Background: an optimization exercise with open tools, aiming at small area. Do not read the settings as production practice. No functional check of the RTL was part of this run.

==> design/flow/design.v <==
`timescale 1ns/1ns
module cpx_multiply
  (input             clk,
   input             rst,
   input             m_axis_tready,
   input             m_axis_tvalid,
   input [23:0]      din,
   input             din_zero,
   output reg        s_axis_tready,
   output [11:0]     i,
   output [11:0]     q,
   output reg        s_axis_tvalid);
   reg [2:0]         pipeline;
   reg [23:0]        sa, sb, sc, sd;
   reg               za, zb, zc;
   wire              load = m_axis_tvalid & s_axis_tready;
   assign i = sd[23:12];
   assign q = sd[11:0];
   always @(posedge clk) begin
      if (rst) begin
         pipeline <= 3'b0;
         s_axis_tvalid <= 1'b0;
         s_axis_tready <= 1'b0;
         za <= 1'b1;
         zb <= 1'b1;
         zc <= 1'b1;
      end else begin
         if (load)
           pipeline <= {pipeline[1:0], m_axis_tready};
         else if (m_axis_tready)
           pipeline <= {pipeline[1:0], 1'b0};
         s_axis_tvalid <= pipeline[2];
         s_axis_tready <= m_axis_tready | ~pipeline[0];
         if (load)
           za <= din_zero;
         if (m_axis_tready) begin
            zb <= za;
            zc <= zb;
         end
      end
   end
   always @(posedge clk) begin
      if (load)
        sa <= din;
      if (m_axis_tready) begin
         sb <= sa;
         sc <= sb;
         sd <= zc ? 24'd0 : sc;
      end
   end
endmodule
`timescale 1ns/1ns
module sig_gen
  (input clk,
   input             rst,
   input             m_axis_freq_step_tvalid,
   input [11:0]      freq_step,
   input             m_axis_data_tready,
   output reg        freq_step_set0,
   output reg        s_axis_data_tvalid,
   output reg [8:0]  sidx,
   output reg        sidx_z);
   reg               freq_step_set1;
   reg [11:0]        freq_step_buff;
   reg [11:0]        phase;
   wire              inc = freq_step_set0 & (~freq_step_set1 | m_axis_data_tready);
   wire              use_in = m_axis_freq_step_tvalid & m_axis_data_tready & freq_step_set0;
   always @(posedge clk) begin
      if (rst) begin
         freq_step_set0 <= 1'b0;
         freq_step_set1 <= 1'b0;
         s_axis_data_tvalid <= 1'b0;
      end else begin
         freq_step_set0 <= freq_step_set0 | m_axis_freq_step_tvalid;
         if (freq_step_set1 & m_axis_freq_step_tvalid & (freq_step_buff != freq_step))
           freq_step_set1 <= 1'b0;
         else
           freq_step_set1 <= freq_step_set0;
         s_axis_data_tvalid <= inc | freq_step_set1;
      end
   end
   always @(posedge clk) begin
      if (m_axis_freq_step_tvalid)
        freq_step_buff <= freq_step;
   end
   always @(posedge clk) begin
      if (rst)
        phase <= 12'd0;
      else if (inc)
        phase <= phase + (use_in ? freq_step : freq_step_buff);
   end
   always @(posedge clk) begin
      if (inc) begin
         sidx <= phase[11:3];
         sidx_z <= (phase[2:0] == 3'd0);
      end
   end
endmodule
module sin_cos
  (input [8:0]         sidx,
   input               sidx_z,
   output signed [7:0] sine,
   output signed [7:0] cosine);
   function [6:0] mag;
      input [7:0] r;
      begin
         case (r)
           8'd0: mag = 7'd0;
           8'd1: mag = 7'd1;
           8'd2: mag = 7'd3;
           8'd3: mag = 7'd4;
           8'd4: mag = 7'd6;
           8'd5: mag = 7'd8;
           8'd6: mag = 7'd9;
           8'd7: mag = 7'd11;
           8'd8: mag = 7'd12;
           8'd9: mag = 7'd14;
           8'd10: mag = 7'd15;
           8'd11: mag = 7'd17;
           8'd12: mag = 7'd19;
           8'd13: mag = 7'd20;
           8'd14: mag = 7'd22;
           8'd15: mag = 7'd23;
           8'd16: mag = 7'd25;
           8'd17: mag = 7'd26;
           8'd18: mag = 7'd28;
           8'd19: mag = 7'd29;
           8'd20: mag = 7'd31;
           8'd21: mag = 7'd32;
           8'd22: mag = 7'd34;
           8'd23: mag = 7'd35;
           8'd24: mag = 7'd37;
           8'd25: mag = 7'd38;
           8'd26: mag = 7'd40;
           8'd27: mag = 7'd41;
           8'd28: mag = 7'd43;
           8'd29: mag = 7'd44;
           8'd30: mag = 7'd46;
           8'd31: mag = 7'd47;
           8'd32: mag = 7'd49;
           8'd33: mag = 7'd50;
           8'd34: mag = 7'd52;
           8'd35: mag = 7'd53;
           8'd36: mag = 7'd54;
           8'd37: mag = 7'd56;
           8'd38: mag = 7'd57;
           8'd39: mag = 7'd59;
           8'd40: mag = 7'd60;
           8'd41: mag = 7'd61;
           8'd42: mag = 7'd63;
           8'd43: mag = 7'd64;
           8'd44: mag = 7'd65;
           8'd45: mag = 7'd66;
           8'd46: mag = 7'd68;
           8'd47: mag = 7'd69;
           8'd48: mag = 7'd70;
           8'd49: mag = 7'd72;
           8'd50: mag = 7'd73;
           8'd51: mag = 7'd74;
           8'd52: mag = 7'd75;
           8'd53: mag = 7'd77;
           8'd54: mag = 7'd78;
           8'd55: mag = 7'd79;
           8'd56: mag = 7'd80;
           8'd57: mag = 7'd82;
           8'd58: mag = 7'd83;
           8'd59: mag = 7'd84;
           8'd60: mag = 7'd85;
           8'd61: mag = 7'd86;
           8'd62: mag = 7'd88;
           8'd63: mag = 7'd89;
           8'd64: mag = 7'd90;
           8'd65: mag = 7'd91;
           8'd66: mag = 7'd92;
           8'd67: mag = 7'd93;
           8'd68: mag = 7'd94;
           8'd69: mag = 7'd95;
           8'd70: mag = 7'd96;
           8'd71: mag = 7'd97;
           8'd72: mag = 7'd98;
           8'd73: mag = 7'd99;
           8'd74: mag = 7'd100;
           8'd75: mag = 7'd101;
           8'd76: mag = 7'd102;
           8'd77: mag = 7'd103;
           8'd78: mag = 7'd104;
           8'd79: mag = 7'd105;
           8'd80: mag = 7'd106;
           8'd81: mag = 7'd107;
           8'd82: mag = 7'd107;
           8'd83: mag = 7'd108;
           8'd84: mag = 7'd109;
           8'd85: mag = 7'd110;
           8'd86: mag = 7'd111;
           8'd87: mag = 7'd111;
           8'd88: mag = 7'd112;
           8'd89: mag = 7'd113;
           8'd90: mag = 7'd114;
           8'd91: mag = 7'd114;
           8'd92: mag = 7'd115;
           8'd93: mag = 7'd116;
           8'd94: mag = 7'd116;
           8'd95: mag = 7'd117;
           8'd96: mag = 7'd118;
           8'd97: mag = 7'd118;
           8'd98: mag = 7'd119;
           8'd99: mag = 7'd119;
           8'd100: mag = 7'd120;
           8'd101: mag = 7'd120;
           8'd102: mag = 7'd121;
           8'd103: mag = 7'd121;
           8'd104: mag = 7'd122;
           8'd105: mag = 7'd122;
           8'd106: mag = 7'd123;
           8'd107: mag = 7'd123;
           8'd108: mag = 7'd123;
           8'd109: mag = 7'd124;
           8'd110: mag = 7'd124;
           8'd111: mag = 7'd124;
           8'd112: mag = 7'd125;
           8'd113: mag = 7'd125;
           8'd114: mag = 7'd125;
           8'd115: mag = 7'd126;
           8'd116: mag = 7'd126;
           8'd117: mag = 7'd126;
           8'd118: mag = 7'd126;
           8'd119: mag = 7'd126;
           8'd120: mag = 7'd127;
           8'd121: mag = 7'd127;
           8'd122: mag = 7'd127;
           8'd123: mag = 7'd127;
           8'd124: mag = 7'd127;
           8'd125: mag = 7'd127;
           8'd126: mag = 7'd127;
           8'd127: mag = 7'd127;
           8'd128: mag = 7'd127;
           8'd129: mag = 7'd127;
           8'd130: mag = 7'd127;
           8'd131: mag = 7'd127;
           8'd132: mag = 7'd127;
           8'd133: mag = 7'd127;
           8'd134: mag = 7'd127;
           8'd135: mag = 7'd127;
           8'd136: mag = 7'd127;
           8'd137: mag = 7'd126;
           8'd138: mag = 7'd126;
           8'd139: mag = 7'd126;
           8'd140: mag = 7'd126;
           8'd141: mag = 7'd126;
           8'd142: mag = 7'd125;
           8'd143: mag = 7'd125;
           8'd144: mag = 7'd125;
           8'd145: mag = 7'd124;
           8'd146: mag = 7'd124;
           8'd147: mag = 7'd124;
           8'd148: mag = 7'd123;
           8'd149: mag = 7'd123;
           8'd150: mag = 7'd123;
           8'd151: mag = 7'd122;
           8'd152: mag = 7'd122;
           8'd153: mag = 7'd121;
           8'd154: mag = 7'd121;
           8'd155: mag = 7'd120;
           8'd156: mag = 7'd120;
           8'd157: mag = 7'd119;
           8'd158: mag = 7'd119;
           8'd159: mag = 7'd118;
           8'd160: mag = 7'd118;
           8'd161: mag = 7'd117;
           8'd162: mag = 7'd116;
           8'd163: mag = 7'd116;
           8'd164: mag = 7'd115;
           8'd165: mag = 7'd114;
           8'd166: mag = 7'd114;
           8'd167: mag = 7'd113;
           8'd168: mag = 7'd112;
           8'd169: mag = 7'd111;
           8'd170: mag = 7'd111;
           8'd171: mag = 7'd110;
           8'd172: mag = 7'd109;
           8'd173: mag = 7'd108;
           8'd174: mag = 7'd107;
           8'd175: mag = 7'd107;
           8'd176: mag = 7'd106;
           8'd177: mag = 7'd105;
           8'd178: mag = 7'd104;
           8'd179: mag = 7'd103;
           8'd180: mag = 7'd102;
           8'd181: mag = 7'd101;
           8'd182: mag = 7'd100;
           8'd183: mag = 7'd99;
           8'd184: mag = 7'd98;
           8'd185: mag = 7'd97;
           8'd186: mag = 7'd96;
           8'd187: mag = 7'd95;
           8'd188: mag = 7'd94;
           8'd189: mag = 7'd93;
           8'd190: mag = 7'd92;
           8'd191: mag = 7'd91;
           8'd192: mag = 7'd90;
           8'd193: mag = 7'd89;
           8'd194: mag = 7'd88;
           8'd195: mag = 7'd86;
           8'd196: mag = 7'd85;
           8'd197: mag = 7'd84;
           8'd198: mag = 7'd83;
           8'd199: mag = 7'd82;
           8'd200: mag = 7'd80;
           8'd201: mag = 7'd79;
           8'd202: mag = 7'd78;
           8'd203: mag = 7'd77;
           8'd204: mag = 7'd75;
           8'd205: mag = 7'd74;
           8'd206: mag = 7'd73;
           8'd207: mag = 7'd72;
           8'd208: mag = 7'd70;
           8'd209: mag = 7'd69;
           8'd210: mag = 7'd68;
           8'd211: mag = 7'd66;
           8'd212: mag = 7'd65;
           8'd213: mag = 7'd64;
           8'd214: mag = 7'd63;
           8'd215: mag = 7'd61;
           8'd216: mag = 7'd60;
           8'd217: mag = 7'd59;
           8'd218: mag = 7'd57;
           8'd219: mag = 7'd56;
           8'd220: mag = 7'd54;
           8'd221: mag = 7'd53;
           8'd222: mag = 7'd52;
           8'd223: mag = 7'd50;
           8'd224: mag = 7'd49;
           8'd225: mag = 7'd47;
           8'd226: mag = 7'd46;
           8'd227: mag = 7'd44;
           8'd228: mag = 7'd43;
           8'd229: mag = 7'd41;
           8'd230: mag = 7'd40;
           8'd231: mag = 7'd38;
           8'd232: mag = 7'd37;
           8'd233: mag = 7'd35;
           8'd234: mag = 7'd34;
           8'd235: mag = 7'd32;
           8'd236: mag = 7'd31;
           8'd237: mag = 7'd29;
           8'd238: mag = 7'd28;
           8'd239: mag = 7'd26;
           8'd240: mag = 7'd25;
           8'd241: mag = 7'd23;
           8'd242: mag = 7'd22;
           8'd243: mag = 7'd20;
           8'd244: mag = 7'd19;
           8'd245: mag = 7'd17;
           8'd246: mag = 7'd15;
           8'd247: mag = 7'd14;
           8'd248: mag = 7'd12;
           8'd249: mag = 7'd11;
           8'd250: mag = 7'd9;
           8'd251: mag = 7'd8;
           8'd252: mag = 7'd6;
           8'd253: mag = 7'd4;
           8'd254: mag = 7'd3;
           8'd255: mag = 7'd1;
           default: mag = 7'd0;
         endcase
      end
   endfunction
   wire [8:0] cidx = sidx - {8'd0, sidx_z};
   wire [6:0] smag = mag(sidx[7:0]);
   wire [6:0] cmag = mag({~cidx[7], cidx[6:0]});
   wire       csgn = cidx[8] ^ cidx[7];
   assign sine = sidx[8] ? -{1'b0, smag} : {1'b0, smag};
   assign cosine = csgn ? -{1'b0, cmag} : {1'b0, cmag};
endmodule
`timescale 1ns/1ns
module freq_shift
  (input                clk,
   input                rst,
   input                m_axis_tvalid,
   input [11:0]         freq_step,
   input                freq_step_valid,
   input                neg_shift,
   input signed [11:0]  xi,
   input signed [11:0]  xq,
   output               s_axis_tready,
   input                m_axis_tready,
   output signed [11:0] i,
   output signed [11:0] q,
   output               s_axis_tvalid);
   wire                 freq_step_set;
   wire                 sig_tvalid;
   wire [8:0]           sidx;
   wire                 sidx_z;
   wire signed [7:0]    sine, cosine;
   wire                 mult_tready;
   reg                  sig_tvalid_buff;
   reg                  mult_tready_buff;
   reg                  tvalid_buff;
   reg                  neg_shift_buff;
   reg [23:0]           prod;
   reg                  prod_zero;
   sig_gen fq_sig_gen(.clk(clk), .rst(rst),
                      .m_axis_freq_step_tvalid(freq_step_valid),
                      .freq_step(freq_step),
                      .m_axis_data_tready(m_axis_tvalid),
                      .freq_step_set0(freq_step_set),
                      .s_axis_data_tvalid(sig_tvalid),
                      .sidx(sidx), .sidx_z(sidx_z));
   sin_cos fq_sin_cos(.sidx(sidx), .sidx_z(sidx_z), .sine(sine), .cosine(cosine));
   wire signed [7:0]    s = neg_shift_buff ? -sine : sine;
   wire signed [19:0]   pi = xi * cosine - xq * s;
   wire signed [19:0]   pq = xi * s + xq * cosine;
   wire                 load = sig_tvalid & m_axis_tvalid;
   always @(posedge clk) begin
      if (rst) begin
         sig_tvalid_buff <= 1'b0;
         mult_tready_buff <= 1'b0;
         tvalid_buff <= 1'b0;
         prod_zero <= 1'b1;
      end else begin
         sig_tvalid_buff <= sig_tvalid;
         mult_tready_buff <= mult_tready;
         tvalid_buff <= m_axis_tvalid;
         if (load)
           prod_zero <= 1'b0;
      end
   end
   always @(posedge clk) begin
      if (freq_step_valid)
        neg_shift_buff <= neg_shift;
      if (load)
        prod <= {pi[19:8], pq[19:8]};
   end
   assign s_axis_tready = mult_tready_buff & freq_step_set;
   cpx_multiply freq_mult(.clk(clk), .rst(rst),
                          .m_axis_tready(m_axis_tready),
                          .m_axis_tvalid(sig_tvalid_buff & tvalid_buff),
                          .din(prod), .din_zero(prod_zero),
                          .s_axis_tready(mult_tready),
                          .i(i), .q(q),
                          .s_axis_tvalid(s_axis_tvalid));
endmodule
==> design/flow/run.sh <==
#!/bin/bash
# synth_recipe.tcl (not shown) runs the flow's synth.tcl, then flattens the netlist and writes it again
# the make line also repeats each setting of config.mk as NAME=value (left out here)
make -C /OpenROAD-flow-scripts/flow DESIGN_CONFIG=/design/flow/config.mk WORK_HOME=/design/flow/orfs CLKGATE_MAP_FILE= SYNTH_SCRIPT=/design/flow/synth_recipe.tcl finish
==> design/flow/config.mk <==
export PLATFORM = sky130hd
export DESIGN_NAME = freq_shift
export DESIGN_NICKNAME = freq_shift
export VERILOG_FILES = /design/flow/design.v
export SDC_FILE = /design/flow/constraint.sdc
export NUM_CORES = 4
export LEC_CHECK = 0
export CAP_MARGIN = 20
export CORE_MARGIN = 2
export CORE_UTILIZATION = 40
export SLEW_MARGIN = 20
==> design/flow/constraint.sdc <==
create_clock -name core_clock -period 6.0 [get_ports {clk}]
set_input_delay 1.2000 -clock core_clock [delete_from_list [all_inputs] [get_ports {clk}]]
set_output_delay 1.2000 -clock core_clock [all_outputs]
set_load 0.01 [all_outputs]
==> run notes <==
-- cell usage after synthesis, types with 7 or more instances --
master	instances
or2_2	16
o21a_1	12
xor2_1	36
o22ai_1	19
nand2_1	257
nor3_1	34
nor4_1	12
xnor2_1	60
nor2_1	150
o221ai_1	13
or3_1	8
o32ai_1	7
a31oi_1	25
nor3b_1	7
a21o_1	24
a22oi_1	10
dfxtp_1	34
a221oi_1	14
mux2i_1	15
mux2_2	16
edfxtp_1	143
o2111ai_1	7
a211oi_1	35
o31ai_1	12
inv_1	450
clkbuf_1	120
nor2b_1	46
a21oi_1	108
buf_2	27
nand3_1	20
ha_1	157
o211ai_1	19
fa_1	376
nand2b_1	20
and2_1	200
buf_1	16
o21ai_0	85
a311oi_1	9
-- cells by family (layout without fill, tap and decap cells) --
family | count (synthesis) | count (layout)
buffers and inverters | 619 | 1026
multiplexers | 33 | 33
AO/OA/AOI/OAI | 467 | 467
AND/OR/NAND/NOR | 801 | 801
adder cells (fa/ha/maj) | 537 | 537
flip-flops | 177 | 177
XOR/XNOR | 100 | 100
-- per-layer routing --
layer  vias up  GRT usage  wire length (um)
li1       9691          -                 -
met1     10300      0.332             34200
met2       674      0.363             33500
met3        88     0.0326              4160
met4         0     0.0611              1550
met5         -          0                 0
-- registers in the layout, indices dropped and copies added (netlist names), 3 cells and up --
name                       flops
freq_mult.sc                  24
fq_sig_gen.phase              12
prod                          24
freq_mult.sd                  24
freq_mult.sb                  24
fq_sig_gen.freq_step_buff     12
fq_sig_gen.sidx                9
fq_sin_cos.smag                7
freq_mult.sa                  24
freq_mult.pipeline             3
-- placed cells by master (no fill, tap or decap), types with 17 or more instances in the layout --
master,instances
buf_4,435
inv_1,433
fa_1,372
nand2_1,253
and2_1,193
nor2_1,143
edfxtp_1,143
ha_1,137
a21oi_1,100
o21ai_0,78
clkdlybuf4s50_1,66
xnor2_1,54
nor2b_1,44
dfxtp_1,34
nor3_1,32
a211oi_1,27
xor2_1,26
a21o_1,24
buf_12,24
a31oi_1,23
nand2b_1,20
nand3_1,20
o22ai_1,19
o211ai_1,19
buf_6,19
clkbuf_16,17
-- critical path: cells and delay by family, from the launching register on --
kind / cells / cell delay, ns
xor gates and xnor gates: 2 / 0.26
adders and majority gates: 9 / 3.37
DFF: 1 / 0.38
and+or+nand+nor: 3 / 0.86
buffers and inverters: 11 / 1.06
AOI/OAI and AO/OA: 14 / 2.78
-- per-stage QoR --
step	hold WS [ns]	util	TNS (ns)	setup slack [ns]	cells
CTS	0.419	0.503	-61.59	-2.83	3985
global route	0.421	0.506	-71.04	-3.26	3987
detailed placement	0.405	0.485	-68.68	-3.24	3936
floorplan	0.400	-	-53.66	-2.65	2734
global placement	0.401	0.485	-67.87	-3.19	3936
finish	0.415	0.506	-63.06	-2.93	3987
-- final timing paths --
kind,slack (ns),to,cells past startpoint
setup / recovery,-2.93,prod[23],39
hold / removal,0.42,freq_mult.sc[9],0
setup reg to reg,-2.93,prod[23],39
hold reg to reg,0.42,freq_mult.sc[9],0
-- layout make-up --
| class | instances | area, um^2 |
|---|---|---|
| Timing Repair Buffer | 544 | 4620 |
| Tap cell | 846 | 1060 |
| Inverter | 451 | 1710 |
| Clock inverter | 14 | 165 |
| Multi-Input combinational cell | 1938 | 18800 |
| Clock buffer | 17 | 425 |
| Fill cell | 5916 | 31100 |
| Sequential cell | 177 | 4970 |
-- what timing repair did --
action,in CTS,in global routing
endpoints found under the hold margin,0,0
cloned,0,0
pin swaps,29,9
setup buffers,20,2
gates resized for setup,99,30
setup endpoints to repair,24,24
==> run notes <==
Via density 5.20; gr ovfl total 0; XOR/XNOR share of the synthesized area 0.0360; Startpoint Class flop; post-DR wirelength/cell around 18 um; H-tree depth 4; CTS max path bufs 2; Die X-Extent 256 um; Net Count, Synth 3,309; total number of vias just over 20,000; Avg Inst Size Synth a little over 9 um^2; Initial Utilization 0.403; proportion of synthesized area in mux cells 0.0148; Worst Skew ~0.012 ns; # clock sinks approximately 180; Synth Area in Simple Gates 0.158; final WL 73.4 mm; CTS buffer count 17; post-synthesis sequential area ratio 0.196; fin crit period approximately 8.9 ns; Crit. Startpoint fq_sig_gen.sidx[0]; RR Startpoint fq_sig_gen.sidx[0]; compound-cell area share of the yosys netlist 0.125; Min-Delay Path Class flop to flop; Hold Buf Count CTS 0; Die H around 260 um; Placement Rows just over 90; critical path's slowest cell fa_1; Syn. warnings 4; number of flops mapped to enable cells by yosys 143; GPL Wtd Cong between 0.9 and 1; DR iter-0 viols between 1,500 and 2,000; Root Buffer clkbuf_16; Routed Antenna Nets 0; vias in the first global route around 22,000; Synth top area share 0.297; hold violation count in the final report 0; critical path arrival a little over 9 ns; Worst-path clk slew about 0.080 ns; async set-reset flop share out of synthesis 0; final worst slack -2.93 ns; SO Faults negative setup slack; Synth area leader fa_1; first-pass GRT wire length between 100 and 150 mm; share of cells above drive strength 1 0.221; library cells used by synthesis 90; post-synthesis cell count 2,734; Post-Synth Adder-Cell Area 0.376; drt drc 0; largest family of logic cells by synthesized area adder cells; status failed layout checks; CTS tree yes; initial antenna violation count 0; ys flop type edfxtp_1; worst-path maximum fanout 7; worst slew pin tran approximately 0.96 ns; largest net degree at the start of global routing between 50 and 60; Worst Setup End Kind flop; final worst path period share 1.49; CORE AREA 0.0629 mm^2; Crit Path Class flop to flop; Final Setup Violations 24; Crit path required time 6.24 ns; most used cell, CP fa_1; fmax between 0.1 and 0.15 GHz; dpl cell area approximately 0.030 mm^2; Final Max Slew Viols 0; DP Wirelength about 58 mm; nets roughly 3,700; Slew headroom 0.355; crit-path max cell delay about 0.52 ns; top post-synthesis cells by area fa_1 30%, edfxtp_1 17%, ha_1 7.8%, inv_1 6.7%, and2_1 4.9%; hold_sp freq_mult.sb[9]; Clk Latency, worst-skew pair about 0.48 ns; IO buf count between 60 and 70; mapped cell area between 0.02 and 0.03 mm^2; DRT Pass-1 Iters 5; RSZ-0062 raised after global routing true; max_cap viols 0; die footprint ~0.065 mm^2; I/O Pins 68; final instance area about 0.032 mm^2; total track usage 0.230; FF+latch count, synth approximately 180; Ant. Diodes 0; area grow syn2layout 25.4%

## static timing again, ports no longer ideal
The results above use ideal ports. As a check the final layout listed here was re-extracted and re-timed, cells and wires unchanged.
Step 1 (the two cells are an assumption about what drives the block):
set clk [get_ports {clk}]
set_driving_cell -lib_cell sky130_fd_sc_hd__clkbuf_16 $clk
set_driving_cell -lib_cell sky130_fd_sc_hd__buf_2 [delete_from_list [all_inputs] $clk]
Step 2 also shifts input and output timing later by t, the mid clock arrival at the registers, as if the neighbouring blocks saw the same clock.
Three values: ideal, step 1, step 2; two values: the first two.
t (ns): 0.532
slack for setup (ns): -2.929 / -2.929 / -2.929
worst register clock-pin slew, ns: 0.08 / 0.08
cell pins on the clock port's net: 1
For this run, drivers alone change the setup slack by 0.000 ns; drivers and shift together by 0.000 ns.
